What follows belongs to an exercise in optimizing a design on an open flow for small area; a production flow would make more cautious choices. In this exercise RTL edits were held to simulation tests only and were not proved equivalent to the original. No activity file was given, so power comes from the tool's default toggle rates.

==> flow/design.v <==
module FrequencyDetector(MAX10_CLK1_50, KEY, HEX0, HEX1, HEX2, HEX3, HEX4, HEX5, LEDR, SW, GPIO);
	input MAX10_CLK1_50;
	input [1:0] KEY;
	output [6:0] HEX0, HEX1, HEX2, HEX3, HEX4, HEX5;
	output [9:0] LEDR;
	input [9:0] SW;
	input [34:0] GPIO;
	wire clk = MAX10_CLK1_50;
	wire rst = SW[1];
	wire sig = SW[0] ? KEY[1] : ~GPIO[0];
	reg ef, eb, ep;
	reg [25:0] cnt, P, W;
	reg pz;
	wire wrap = ((cnt & 26'd50000001) == 26'd50000001);
	wire clr = rst | ep | wrap;
	wire [26:0] ci;			 
	wire [25:0] cnt_nx;		 
	assign ci[0] = 1'b1;
	genvar i;
	generate
		for (i = 0; i < 26; i = i + 1) begin : inc
			assign cnt_nx[i] = ~clr & (cnt[i] ^ ci[i]);
			assign ci[i + 1] = cnt[i] & ci[i];
		end
	endgenerate
	wire ldp = ~rst & ~ef & eb;
	wire ldw = rst | (ef & ~eb);
	always @(posedge clk) begin
		cnt <= cnt_nx;
		if (~rst) begin
			ef <= sig;
			eb <= ef;
			ep <= ~ef & eb;
		end
		if (ldp) P <= cnt;
		if (ldw) W <= cnt_nx;
		if (rst | ldp) pz <= rst;
	end
	reg [5:0] st;			 
	always @(posedge clk) st <= st + 6'd1;
	wire ph = st[5];
	wire [4:0] t = st[4:0];
	wire first = (t == 5'd0);
	wire pnz = ~pz & (|P);
	wire mhz = pnz & (P <= 26'd50);
	wire khz = ~pz & (P > 26'd50) & (P <= 26'd50000);
	wire hz = ~mhz & ~khz;
	wire [31:0] N = mhz ? 32'd50 : khz ? 32'd50000 : 32'd50000000;
	wire nbit = N[~t];
	wire wb = (t >= 5'd2 && t <= 5'd27) ? W[t - 5'd2] : 1'b0;
	reg [3:0] dl;
	reg [1:0] cy;
	wire [2:0] xs = wb + dl[2] + dl[3] + (first ? 2'd0 : cy);
	always @(posedge clk) begin
		dl <= {dl[2:0], wb};
		cy <= xs[2:1];
	end
	reg [31:0] ring;
	always @(posedge clk) ring <= {ph ? ring[0] : xs[0], ring[31:1]};
	wire [15:0] odd = {ring[31], ring[29], ring[27], ring[25], ring[23], ring[21], ring[19], ring[17],
	                   ring[15], ring[13], ring[11], ring[9], ring[7], ring[5], ring[3], ring[1]};
	wire rbit = odd[~t[3:0]];
	wire x = ph ? rbit : nbit;
	reg [25:0] R;
	wire [26:0] T = {(first ? 26'd0 : R), x};
	wire [27:0] b;			 
	wire [26:0] D;
	assign b[0] = 1'b0;
	generate
		for (i = 0; i < 27; i = i + 1) begin : sub
			wire p = (i < 26) ? P[i] : 1'b0;
			assign D[i] = T[i] ^ p ^ b[i];
			assign b[i + 1] = (~T[i] & p) | (~(T[i] ^ p) & b[i]);
		end
	endgenerate
	wire ge = ~b[27] & pnz;
	always @(posedge clk) R <= ge ? D[25:0] : T[25:0];
	wire q = ge & ~(ph & (t < 5'd5));	 
	reg [3:0] r1, r2, h;
	wire g1, g2;
	wire [2:0] m1, m2;
	stage10 s1(.r(r1), .clr(first), .g(g1), .m(m1));
	stage10 s2(.r(r2), .clr(first), .g(g2), .m(m2));
	always @(posedge clk) begin
		r1 <= {m1, q};
		r2 <= {m2, g1};
		h <= {h[2:0], g2};
	end
	reg [3:0] d0, d1, d2, d3, d4, d5;
	reg [2:0] led;
	always @(posedge clk) led <= {hz & ~rst, khz, mhz};
	always @(posedge clk) begin
		if (first) begin
			if (ph) begin
				d5 <= r1;
				d4 <= r2;
				d3 <= h;
			end else begin
				d2 <= r1;
				d1 <= r2;
				d0 <= h;
			end
		end
	end
	function [6:0] seg;
		input [3:0] d;
		seg = (d == 4'd0) ? 7'b1000000 :
		      (d == 4'd1) ? 7'b1111001 :
		      (d == 4'd2) ? 7'b0100100 :
		      (d == 4'd3) ? 7'b0110000 :
		      (d == 4'd4) ? 7'b0011001 :
		      (d == 4'd5) ? 7'b0010010 :
		      (d == 4'd6) ? 7'b0000010 :
		      (d == 4'd7) ? 7'b1111000 :
		      (d == 4'd8) ? 7'b0000000 :
		      (d == 4'd9) ? 7'b0011000 : 7'b1111110;
	endfunction
	function [6:0] segd;
		input [3:0] d;
		reg A, B, C, D;
		begin
			{A, B, C, D} = d;
			segd[0] = (~A & ~B & ~C & D) | (B & ~C & ~D);
			segd[1] = B & (C ^ D);
			segd[2] = ~B & C & ~D;
			segd[3] = (~B & ~C & D) | (B & ~C & ~D) | (B & C & D);
			segd[4] = D | (B & ~C);
			segd[5] = (~A & ~B & D) | (~B & C) | (C & D);
			segd[6] = (~A & ~B & ~C) | (B & C & D);
		end
	endfunction
	function [6:0] segm;
		input [3:0] r;
		reg c2, c1, c0, b;
		begin
			{c2, c1, c0, b} = r;
			segm[0] = (~c1 & b) | (c2 & c0 & ~b);
			segm[1] = (~c2 & ~c0 & ~b) | (c2 & c0 & b);
			segm[2] = ~c2 & c1 & c0 & ~b;
			segm[3] = (~c0 & b) | (~c1 & b) | (c2 & c0 & ~b);
			segm[4] = b | (c2 & c0);
			segm[5] = (~c2 & b) | (~c2 & c1 & c0);
			segm[6] = ~c1 | (~c2 & ~c0 & b);
		end
	endfunction
	assign HEX0 = segm(d2);
	assign HEX1 = segm(d1);
	assign HEX2 = seg(d0);
	assign HEX3 = segm(d5);
	assign HEX4 = segm(d4);
	assign HEX5 = segd(d3);
	assign LEDR = {7'b0000000, led};
endmodule
module stage10(r, clr, g, m);
	input [3:0] r;
	input clr;
	output g;
	output [2:0] m;
	wire c2 = r[3], c1 = r[2], c0 = r[1], b = r[0];
	assign g = ~clr & (~c0 | (c2 & b));
	assign m[2] = ~clr & ((~c0 & b) | (c1 & c0 & ~b));
	assign m[1] = ~clr & (~c0 | (c1 & ~b) | (~c2 & b));
	assign m[0] = clr | ~c1 | (~c2 & ~b) | (~c2 & ~c0) | (c2 & c0 & b);
endmodule
==> flow/config.mk <==
export PLATFORM = sky130hd
export DESIGN_NAME = FrequencyDetector
export DESIGN_NICKNAME = FrequencyDetector
export VERILOG_FILES = /design/flow/design.v
export SDC_FILE = /design/flow/constraint.sdc
export NUM_CORES = 4
export LEC_CHECK = 0
export CAP_MARGIN = 20
export CORE_MARGIN = 2
export CORE_UTILIZATION = 40
export SLEW_MARGIN = 20
==> flow/constraint.sdc <==
create_clock -name core_clock -period 115.0 [get_ports {MAX10_CLK1_50}]
set_input_delay 23.0000 -clock core_clock [delete_from_list [all_inputs] [get_ports {MAX10_CLK1_50}]]
set_output_delay 23.0000 -clock core_clock [all_outputs]
set_load 0.01 [all_outputs]
standard.sh (not shown) runs the stock make flow with config.mk's settings and CLKGATE_MAP_FILE= SYNTH_SCRIPT=/design/flow/synth_recipe.tcl, a recipe that flattens the netlist after the stock synthesis.
==> flow/flow/run.sh <==
#!/bin/bash
# The standard ORFS layout (standard.sh), with two changes made through
# ORFS's own variables: the port buffers use the smallest buffer cell, and
# clock tree synthesis uses clkbuf_8 and inserts no dummy loads.
# make's full output goes to make_flow.log; ORFS keeps each step's log
# under orfs/logs/.
set -euo pipefail
export BUFFER_PORTS_ARGS="-buffer_cell sky130_fd_sc_hd__buf_1"
export CTS_ARGS="-sink_clustering_enable -repair_clock_nets -dont_use_dummy_load -buf_list {sky130_fd_sc_hd__clkbuf_16} -sink_clustering_size 30 -sink_clustering_max_diameter 100"
bash standard.sh > make_flow.log 2>&1
Rerun with:
--- a/flow/flow/run.sh
+++ b/flow/flow/run.sh
@@ -8,3 +8,3 @@
 export BUFFER_PORTS_ARGS="-buffer_cell sky130_fd_sc_hd__buf_1"
-export CTS_ARGS="-sink_clustering_enable -repair_clock_nets -dont_use_dummy_load -buf_list {sky130_fd_sc_hd__clkbuf_16} -sink_clustering_size 30 -sink_clustering_max_diameter 100"
+export CTS_ARGS="-sink_clustering_enable -repair_clock_nets -dont_use_dummy_load -buf_list {sky130_fd_sc_hd__clkbuf_8}"
 bash standard.sh > make_flow.log 2>&1
The new run ran to the end with no violations.
Clock-buffer cell count stays the same.
Wire length barely changes.
Clock skew came out higher by 0.017 ns.
Hold slack is about the same.
Cell area came out lower by 2.2%.
Area after synthesis does not change.
Register-to-register slack is about the same.
Core utilization came out lower by 0.99 points.
First-iteration DRC count came out lower by about 35%.
Sequential power barely changes.
Die area does not change.
Rerun with:
--- a/flow/flow/run.sh
+++ b/flow/flow/run.sh
@@ -8,3 +8,3 @@
 export BUFFER_PORTS_ARGS="-buffer_cell sky130_fd_sc_hd__buf_1"
-export CTS_ARGS="-sink_clustering_enable -repair_clock_nets -dont_use_dummy_load -buf_list {sky130_fd_sc_hd__clkbuf_8}"
+export CTS_ARGS="-sink_clustering_enable -repair_clock_nets -dont_use_dummy_load -buf_list {sky130_fd_sc_hd__clkbuf_8} -sink_clustering_size 20 -sink_clustering_max_diameter 60 -sink_clustering_levels 1"
 bash standard.sh > make_flow.log 2>&1
Effect:
- power does not change
- routed wire length does not change
- sequential share of layout area is unchanged
- first-iteration DRC count does not change
- die area is unchanged
- sequential power is about the same
- cell area does not change
- sequential cell count does not change
- core utilization does not change
- setup slack stays the same

[re-timing with driven ports]
In the flow no input, the clock included, has a driving cell. The finished layouts below were timed again as built, in two steps. Step 1, drivers: a clkbuf_16 drives MAX10_CLK1_50 and a buf_2 each remaining input, both assumed. Step 2 adds t to the input delays and takes it off the output delays; t is the mean of the earliest and latest rising clock arrival at the registers after step 1. Input paths then give back, and output paths get back, about the clock's delay inside the block. a / b / c = no drivers / after step 1 / after step 2; a / b = the first two.
| run | t, ns | setup WS [ns] | worst setup path after step 2 | clock arrival spread, ns | worst slew at a driven data input, ns |
|---|---|---|---|---|---|
| the first run | 0.448 | 90.284 / 90.242 / 90.634 | input to register | 0.020 / 0.020 | 0.03 |
| the second run | 0.473 | 90.236 / 90.196 / 90.632 | input to register | 0.038 / 0.038 | 0.03 |
| the third run | 0.473 | 90.236 / 90.196 / 90.632 | input to register | 0.038 / 0.038 | 0.03 |
After both steps setup and hold are still met in every run listed.
